This is an optimization exercise on Yosys and OpenROAD, whose aim is small area, a short achievable clock period and few clock cycles, not a production implementation. In this exercise RTL edits were held to simulation tests only and were not proved equivalent to the original. Power figures rest on the tool's default switching activity, not on a simulated workload.

willow:
Design tomasulo_cpu, start of the top module:
module tomasulo_cpu(
    input  wire        clk,
    input  wire        rst,
    input  wire [31:0] inst_i,
    output wire [31:0] inst_addr_o,
    output wire        inst_ce_o,
    input  wire [31:0] mem_data_i,
    input  wire        mem_valid_i,
    input  wire        mem_ready_i,
    output wire [31:0] mem_addr_o,
    output wire [31:0] mem_data_o,
    output wire        mem_we_o,
    output wire        mem_req_o,
    output wire [3:0]  mem_sel_o
);
    integer i, b;
    function [32:0] ks_add;
        input [31:0] x;
        input [31:0] y;
        input        cin;
        reg   [31:0] g, p, gg, pp;
        integer k, d;
        begin
            g = x & y;
            p = x ^ y;
            gg = g;
            pp = p;
            gg[0] = g[0] | (p[0] & cin);
            for (d = 1; d < 32; d = d * 2) begin
                for (k = 31; k >= d; k = k - 1) begin
                    gg[k] = gg[k] | (pp[k] & gg[k-d]);
                    pp[k] = pp[k] & pp[k-d];
                end
            end
            ks_add[0] = p[0] ^ cin;
            for (k = 1; k < 32; k = k + 1) ks_add[k] = p[k] ^ gg[k-1];
            ks_add[32] = gg[31];
        end
    endfunction
    reg  [31:0] pc;
    reg         d_valid;
    reg  [31:0] d_inst;
    reg  [31:0] d_pc;
    reg         d_taken;        
    reg  [31:0] e_a, e_b, e_c;
    reg  [4:0]  e_rd;
    reg  [2:0]  e_f3;
    reg         e_wr, e_ld, e_st, e_md;
    reg         e_sub, e_sra, e_sll;
    reg         e_s_sum, e_s_sh, e_s_slt, e_s_sltu, e_s_xor, e_s_or, e_s_and, e_s_c;
    reg         e_r_jalr, e_r_eq, e_r_ne, e_r_lt, e_r_ge, e_r_ltu, e_r_geu;
    reg         e_fa1, e_fa2, e_fb1, e_fb2, e_fc1, e_fc2;
    reg         m_wr, m_ld, m_md;
    reg  [4:0]  m_rd;
    reg  [31:0] m_res;
    reg  [2:0]  m_f3;
    reg         m_req, m_req_o, m_we;
    reg  [3:0]  m_sel;
    reg  [31:0] m_addr;
  ...
Size: about 10,000 cells after synthesis, roughly 1,400 flip-flops, ~170 I/O pins, ~0.084 mm2 of cells after synthesis.
export LEC_CHECK = 0
export ABC_AREA = 1
export CAP_MARGIN = 20
export CORE_MARGIN = 2
export CORE_UTILIZATION = 40
export CTS_CLUSTER_DIAMETER = 80
export CTS_CLUSTER_SIZE = 20
export PLACE_DENSITY = 0.5
export SLEW_MARGIN = 20
create_clock -name core_clock -period 20.0 [get_ports {clk}]
standard.sh (not shown) runs the stock make flow with config.mk's settings and CLKGATE_MAP_FILE= SYNTH_SCRIPT=/design/flow/synth_recipe.tcl, a recipe that flattens the netlist after the stock synthesis.
==> flow/flow/run.sh <==
#!/bin/bash
# Own layout flow: the standard ORFS flow (standard.sh), with
#  - port buffers of a plain buffer cell (buf_2) instead of the default delay buffer,
#  - adders left to abc as plain logic (no full-adder cell mapping; registers unchanged), and
#  - ORFS's repair_timing asked for extra setup margin, so that the layout is optimised
#    for a short achieved period (the clock and its constraints are unchanged).
# make's full output goes to flow_make.log here; ORFS keeps each step's log under orfs/logs.
set -euo pipefail
bash standard.sh finish \
  SETUP_SLACK_MARGIN=15.0 \
  ADDER_MAP_FILE= \
  "BUFFER_PORTS_ARGS=-buffer_cell sky130_fd_sc_hd__buf_2" \
  > flow_make.log 2>&1
Both conditions hold for willow: the flow ran to the end and the final layout passed the timing, design-rule and antenna checks.
Testbench counts of willow, summed over its fixed seeds: cycles 13,401.
Input-level comparison between amber and willow:
- PLACE_DENSITY changed from 0.5 to 0.6
- CORE_UTILIZATION changed from 40 to 45
-- flow/flow/run.sh --
<<< willow, line 9
bash standard.sh finish \
  SETUP_SLACK_MARGIN=15.0 \
  ADDER_MAP_FILE= \
>>> amber, line 9
bash standard.sh finish \
  SETUP_SLACK_MARGIN=14.6 \
  ADDER_MAP_FILE= \
## What came out
- When amber is measured against willow, its largest fanout on the critical path turns out 2 higher.
- willow vs amber, end point of the critical path: mem_addr_o[31] vs pc[26]
- amber and willow ended up with roughly the same inverter count of the layout excluding clock inverters.
- Looking at launch point of the worst path, the m_addr[31] result is from willow; the inst_i[3] one comes from amber.
- Measured against each other, willow and amber differ in initial core utilization, the lower figure coming from willow.
- Diff willow and amber: number of cells on the worst reg-to-reg path higher in amber
- Delta (amber minus willow): number of gates on the worst path with buffers counted increased 22; register-to-register slack decreased by 0.53 ns relative to the old numbers; power down about 0.33%; fmax now sits lower; non-clock buffer count now smaller.
- amber ends up with a worst hold slack that is 0.0071 ns higher than in willow.
- Wire: amber routes less than willow
--- input diff amber..fjord ---
- a deleted CTS_CLUSTER_DIAMETER that had been 80
- a deleted CTS_CLUSTER_SIZE that had been 20
-- flow/flow/run.sh --
<<< amber, line 9
bash standard.sh finish \
  SETUP_SLACK_MARGIN=14.6 \
  ADDER_MAP_FILE= \
  "BUFFER_PORTS_ARGS=-buffer_cell sky130_fd_sc_hd__buf_2" \
>>> fjord, line 9
bash standard.sh finish \
  SETUP_SLACK_MARGIN=14.8 \
  "BUFFER_PORTS_ARGS=-buffer_cell sky130_fd_sc_hd__buf_2" \
Findings:
As far as max-cap violation count goes, amber and fjord are indistinguishable; the numbers are identical. [fjord vs amber] number of levels the H-tree was split into: higher in fjord. Per the comparison of fjord with amber, final cycle utilization of the critical path grew by 0.46 points, clock slew seen by the registers of the worst setup and hold paths shrank by 0.03 ns, wire length shrank by 18,000 um. Between fjord and amber, the global routing usage on met2 is higher for amber. Sort fjord and amber by synthesized instance count desc -> top: amber.

========
Starting RTL as in the previous note.
==> flow/config.mk <==
export PLATFORM = sky130hd
export DESIGN_NAME = tomasulo_cpu
export DESIGN_NICKNAME = tomasulo_cpu
export VERILOG_FILES = /design/flow/design.v
export SDC_FILE = /design/flow/constraint.sdc
export NUM_CORES = 8
export LEC_CHECK = 0
export ABC_AREA = 1
export CAP_MARGIN = 20
export CORE_MARGIN = 2
export CORE_UTILIZATION = 45
export PLACE_DENSITY = 0.6
export SLEW_MARGIN = 20
==> flow/constraint.sdc <==
create_clock -name core_clock -period 20.0 [get_ports {clk}]
set_input_delay 4.0000 -clock core_clock [delete_from_list [all_inputs] [get_ports {clk}]]
set_output_delay 4.0000 -clock core_clock [all_outputs]
set_load 0.01 [all_outputs]
==> flow/flow/run.sh <==
#!/bin/bash
# Own layout flow: the standard ORFS flow (standard.sh), with
#  - port buffers of a plain buffer cell (buf_2) instead of the default delay buffer,
#  - adders left to abc as plain logic (no full-adder cell mapping; registers unchanged), and
#  - ORFS's repair_timing asked for extra setup margin, so that the layout is optimised
#    for a short achieved period (the clock and its constraints are unchanged).
# make's full output goes to flow_make.log here; ORFS keeps each step's log under orfs/logs.
set -euo pipefail
bash standard.sh finish \
  SETUP_SLACK_MARGIN=15.1 \
  ADDER_MAP_FILE= \
  "BUFFER_PORTS_ARGS=-buffer_cell sky130_fd_sc_hd__buf_2" \
  > flow_make.log 2>&1
Testbench counts at the start, summed over its fixed seeds: cycles 13,401.
Rerun with:
--- a/flow/flow/run.sh
+++ b/flow/flow/run.sh
@@ -9,3 +9,3 @@
 bash standard.sh finish \
-  SETUP_SLACK_MARGIN=15.1 \
+  SETUP_SLACK_MARGIN=14.8 \
   ADDER_MAP_FILE= \
--- a/flow/config.mk
+++ b/flow/config.mk
@@ -11,2 +11,4 @@
 export CORE_UTILIZATION = 45
+export CTS_CLUSTER_DIAMETER = 80
+export CTS_CLUSTER_SIZE = 20
 export PLACE_DENSITY = 0.6
=> Worst setup slack gains 0.050 ns. Critical path depth came out higher by 3. Core utilization went down by 1.9 points. Maximum frequency increases slightly. Sequential power is about the same.
Rerun with:
--- a/flow/config.mk
+++ b/flow/config.mk
@@ -10,6 +10,6 @@
 export CORE_MARGIN = 2
-export CORE_UTILIZATION = 45
+export CORE_UTILIZATION = 35
 export CTS_CLUSTER_DIAMETER = 80
 export CTS_CLUSTER_SIZE = 20
-export PLACE_DENSITY = 0.6
+export PLACE_DENSITY = 0.45
 export SLEW_MARGIN = 20
What happened:
- synthesized area stays the same
- sequential power barely changes
- design area climbs by 1.6%
- clock skew went up by 0.027 ns
- final cell count went up by 5.3%
Rerun with:
--- a/flow/config.mk
+++ b/flow/config.mk
@@ -10,6 +10,6 @@
 export CORE_MARGIN = 2
-export CORE_UTILIZATION = 35
-export CTS_CLUSTER_DIAMETER = 80
-export CTS_CLUSTER_SIZE = 20
-export PLACE_DENSITY = 0.45
+export CORE_UTILIZATION = 45
+export CTS_CLUSTER_DIAMETER = 90
+export CTS_CLUSTER_SIZE = 24
+export PLACE_DENSITY = 0.6
 export SLEW_MARGIN = 20
Outcome: The new run ran to the end with no violations; via count rose by about 4%; sequential cell count stays the same; wire length came out lower by 4.6%; die area goes down by about 22%.
Rerun with:
--- a/flow/config.mk
+++ b/flow/config.mk
@@ -11,4 +11,4 @@
 export CORE_UTILIZATION = 45
-export CTS_CLUSTER_DIAMETER = 90
-export CTS_CLUSTER_SIZE = 24
+export CTS_CLUSTER_DIAMETER = 60
+export CTS_CLUSTER_SIZE = 28
 export PLACE_DENSITY = 0.6
Outcome: Die area stays the same. Routed wire length is about the same. Combinational power climbs by about 0.6%.

========
tomasulo_cpu, a different RTL version from the one above (not shown whole).
For scale: ~9900 cells after synthesis, roughly 1400 flip-flops, about 170 I/O pins.
clock: 20.0 ns
lec_check: 0
abc_area: 1
cap_margin: 20
core_margin: 2
core_utilization: 45
place_density: 0.6
slew_margin: 20
run.sh (not shown) runs the stock make flow with config.mk's settings and CLKGATE_MAP_FILE= SYNTH_SCRIPT=/design/flow/synth_recipe.tcl, a recipe that flattens the netlist after the stock synthesis.
Stock flow here: none of the scripts above is used.
Testbench counts at the start, summed over its fixed seeds: cycles 13,587.
Edit:
==> flow/flow/run.sh (new file) <==
#!/bin/bash
# Own layout flow: the standard ORFS flow (standard.sh), with
#  - port buffers of a plain buffer cell (buf_2) instead of the default delay buffer,
#  - adders left to abc as plain logic (no full-adder cell mapping; registers unchanged), and
#  - ORFS's repair_timing asked for extra setup margin, so that the layout is optimised
#    for a short achieved period (the clock and its constraints are unchanged).
# make's full output goes to flow_make.log here; ORFS keeps each step's log under orfs/logs.
set -euo pipefail
bash standard.sh finish \
  SETUP_SLACK_MARGIN=14.5 \
  ADDER_MAP_FILE= \
  "BUFFER_PORTS_ARGS=-buffer_cell sky130_fd_sc_hd__buf_2" \
  > flow_make.log 2>&1
==> flow/standard.sh (new file) <==
#!/bin/bash
# synth_recipe.tcl (not shown) runs the flow's synth.tcl, then flattens the netlist and writes it again
# the make line also repeats each setting of config.mk as NAME=value (left out here)
make -C /OpenROAD-flow-scripts/flow DESIGN_CONFIG=/design/flow/config.mk WORK_HOME=/design/flow/orfs CLKGATE_MAP_FILE= SYNTH_SCRIPT=/design/flow/synth_recipe.tcl "${@:-finish}"
removed: flow/run.sh
Effect: Total power drops by 0.55%; synthesized cell count rose by 2.9%; die area goes down by 0.54%; worst setup slack is better by 1.9 ns; global-route usage is lower by 2.0 points; design area climbs by 3.3%; area after synthesis falls by 0.55%.

========
Starting RTL as in the previous note.
clock: 20.0 ns
lec_check: 0
abc_area: 1
cap_margin: 20
core_margin: 2
core_utilization: 45
place_density: 0.6
slew_margin: 20
standard.sh (not shown) runs the stock make flow with config.mk's settings and CLKGATE_MAP_FILE= SYNTH_SCRIPT=/design/flow/synth_recipe.tcl, a recipe that flattens the netlist after the stock synthesis.
==> flow/flow/run.sh <==
#!/bin/bash
# Own layout flow: the standard ORFS flow (standard.sh), with
#  - port buffers of a plain buffer cell (buf_2) instead of the default delay buffer,
#  - adders left to abc as plain logic (no full-adder cell mapping; registers unchanged), and
#  - ORFS's repair_timing asked for extra setup margin, so that the layout is optimised
#    for a short achieved period (the clock and its constraints are unchanged).
# make's full output goes to flow_make.log here; ORFS keeps each step's log under orfs/logs.
set -euo pipefail
bash standard.sh finish \
  SETUP_SLACK_MARGIN=15.5 \
  ADDER_MAP_FILE= \
  "BUFFER_PORTS_ARGS=-buffer_cell sky130_fd_sc_hd__buf_2" \
  > flow_make.log 2>&1
Testbench counts at the start, summed over its fixed seeds: cycles 13,587.
Change:
--- a/flow/flow/run.sh
+++ b/flow/flow/run.sh
@@ -10 +10 @@
-  SETUP_SLACK_MARGIN=15.5 \
+  SETUP_SLACK_MARGIN=14.5 \
Settings changed: GPL_TIMING_DRIVEN set to 1.
What happened:
- synthesized cell count is unchanged
- area after synthesis does not change
- combinational power went down by 8.8%
- critical path depth went up by 16
- worst setup slack got worse by 110 ps

========
== job 101 ==
tomasulo_cpu with an RTL version that a note above also has.
For scale: roughly 10000 cells after synthesis, about 1400 flip-flops, ~170 I/O pins, about 84000 um2 of cells after synthesis.
Settings: LEC_CHECK=0, ABC_AREA=1, CAP_MARGIN=20, CORE_MARGIN=2, CORE_UTILIZATION=45, PLACE_DENSITY=0.6, SLEW_MARGIN=20; clock period 20.0 ns.
==> flow/flow/run.sh <==
#!/bin/bash
# Own layout flow: the standard ORFS flow (standard.sh), with
#  - port buffers of a plain buffer cell (buf_2) instead of the default delay buffer,
#  - adders left to abc as plain logic (no full-adder cell mapping; registers unchanged), and
#  - ORFS's repair_timing asked for extra setup margin, so that the layout is optimised
#    for a short achieved period (the clock and its constraints are unchanged).
# make's full output goes to flow_make.log here; ORFS keeps each step's log under orfs/logs.
set -euo pipefail
bash standard.sh finish \
  SETUP_SLACK_MARGIN=14.8 \
  ADDER_MAP_FILE= \
  "BUFFER_PORTS_ARGS=-buffer_cell sky130_fd_sc_hd__buf_2" \
  > flow_make.log 2>&1
Testbench counts of job 101, summed over its fixed seeds: cycles 13,401.
Setup changes, job 101 to job 102
diff --git a/flow/config.mk b/flow/config.mk
--- a/flow/config.mk
+++ b/flow/config.mk
@@ -11,3 +11,5 @@
 export CORE_UTILIZATION = 45
-export PLACE_DENSITY = 0.6
+export CTS_CLUSTER_DIAMETER = 80
+export CTS_CLUSTER_SIZE = 20
+export PLACE_DENSITY = 0.7
 export SLEW_MARGIN = 20
--- outcome ---
- Ran to the end and failed final checks on capacitance limit, slew limit: job 102.
- Job 102: global-route wire length before repair is about 2.3% lower than what job 101 reported.
- Compared with job 101, in job 102 clock latency on the worst-skew pair dropped 50 ps; placement row count barely changed; deepest level of the CTS H-tree dropped 1.
- Startpoint of the worst setup timing path: m_addr[29] -> job 101, inst_i[16] -> job 102
- Looking only at clock period minus worst slack, and setting everything else aside, the lower value of job 102 and job 101 goes to job 102.
- Going from job 101 to job 102, the signal arrival time at the worst endpoint was found to have gone up by 4640 ps.
- On total power consumption of the routed design, the lower figure sits with job 102, not job 101.
- Between job 101 and job 102, the flow reports footprint of the multi-input gates decreasing slightly.
- When job 102 is measured against job 101, its worst voltage drop across the vdd grid turns out 9.2% higher.
- Delta (job 102 minus job 101): power share of the clock group went down, number of clock buffers in the layout went down.
The following lists how job 103 was set up differently from job 102:
diff --git a/flow/config.mk b/flow/config.mk
--- a/flow/config.mk
+++ b/flow/config.mk
@@ -11,5 +11,4 @@
 export CORE_UTILIZATION = 45
-export CTS_CLUSTER_DIAMETER = 80
-export CTS_CLUSTER_SIZE = 20
-export PLACE_DENSITY = 0.7
+export PLACE_DENSITY = 0.6
 export SLEW_MARGIN = 20
+export TNS_END_PERCENT = 20
[summary]
- Job 103: full flow OK, the timing, design-rule and antenna checks passed
- The final reports for job 103 and job 102 show register-to-register slack lower in the former.
- Row via count: job 103 higher / job 102 lower
- In the flow results for job 103 and job 102, the maximum frequency is smaller on job 103.
- Re post-synthesis share of cell area spent on xor and xnor gates: no difference whatsoever between job 102 and job 103.
- Pin count of the biggest net entering global routing: job 103 vs job 102 up 13
- Delta (job 103 minus job 102): reported combinational group power fell about 2%; total power rose about 15%.
What job 104 does differently from job 103 at the input level:
diff --git a/flow/config.mk b/flow/config.mk
--- a/flow/config.mk
+++ b/flow/config.mk
@@ -10,5 +10,6 @@
 export CORE_MARGIN = 2
-export CORE_UTILIZATION = 45
-export PLACE_DENSITY = 0.6
+export CORE_UTILIZATION = 40
+export CTS_CLUSTER_DIAMETER = 80
+export CTS_CLUSTER_SIZE = 20
+export PLACE_DENSITY = 0.5
 export SLEW_MARGIN = 20
-export TNS_END_PERCENT = 20
Findings:
Job 103 has higher endpoint arrival time on the critical path than job 104. The lower horizontal die dimension came out of job 103. Minimum hold slack: job 104 vs job 103 — no meaningful difference. Comparing job 104 with job 103, the power in sequential cells came out essentially unchanged. Latest clock arrival within the worst-skew pair in job 104 is 40 ps below job 103. From job 103 to job 104 the numbers moved as follows: global-route wire length before repair was more or less identical, worst setup slack after layout up 450 ps.

==> re-timing with driven ports <==
How much do the figures lean on ideal ports? The routed layouts below were timed once more, with nothing changed but the port constraints.
Step 1: set_driving_cell puts a clkbuf_16 on clk and a buf_2 on each other input, an assumption about the parent block.
Step 2 adds t to the input delays and takes it off the output delays; t is the mean of the earliest and latest rising clock arrival at the registers after step 1. Input paths then give back, and output paths get back, about the clock's delay inside the block.
a / b / c = ideal / step 1 / step 2; a / b = the first two.
run	t, ns	slack for setup (ns)	worst hold slack (ns)	worst data-port slew with drivers (ns)	cell pins on the clock port's net
willow	0.919	14.378 / 14.277 / 13.456	0.464 / 0.464 / 0.464	0.19	1
amber	0.922	14.229 / 14.202 / 13.280	0.471 / 0.471 / 0.471	0.17	1
fjord	0.935	14.137 / 14.170 / 13.234	0.467 / 0.467 / 0.467	0.09	1
the first run of note 2	0.953	14.297 / 14.225 / 13.273	0.468 / 0.468 / 0.468	0.20	1
the second run of note 2	0.893	14.346 / 14.273 / 13.380	0.468 / 0.468 / 0.468	0.17	1
the third run of note 2	0.916	14.378 / 14.293 / 13.388	0.473 / 0.473 / 0.473	0.18	1
the fourth run of note 2	0.922	14.345 / 14.242 / 13.376	0.472 / 0.472 / 0.472	0.17	1
the fifth run of note 2	0.933	14.322 / 14.257 / 13.324	0.467 / 0.467 / 0.467	0.17	1
the first run of note 3	0.925	12.435 / 12.502 / 11.577	0.463 / 0.463 / 0.463	0.12	1
the second run of note 3	0.954	14.288 / 14.277 / 13.405	0.469 / 0.469 / 0.469	0.09	1
the first run of note 4	0.922	14.398 / 14.304 / 13.438	0.469 / 0.469 / 0.469	0.19	1
the second run of note 4	0.954	14.288 / 14.277 / 13.405	0.469 / 0.469 / 0.469	0.09	1
job 101	0.952	14.332 / 14.234 / 13.409	0.467 / 0.467 / 0.467	0.17	1
job 102	0.893	14.387 / 14.302 / 13.422	0.468 / 0.468 / 0.468	0.18	1
job 103	0.945	13.948 / 13.948 / 13.347	0.465 / 0.465 / 0.465	0.22	1
job 104	0.907	14.402 / 14.300 / 13.453	0.467 / 0.467 / 0.467	0.21	1
For the first run of note 2, which loses most, drivers alone change the setup slack by -0.072 ns; drivers and shift together by -1.024 ns.
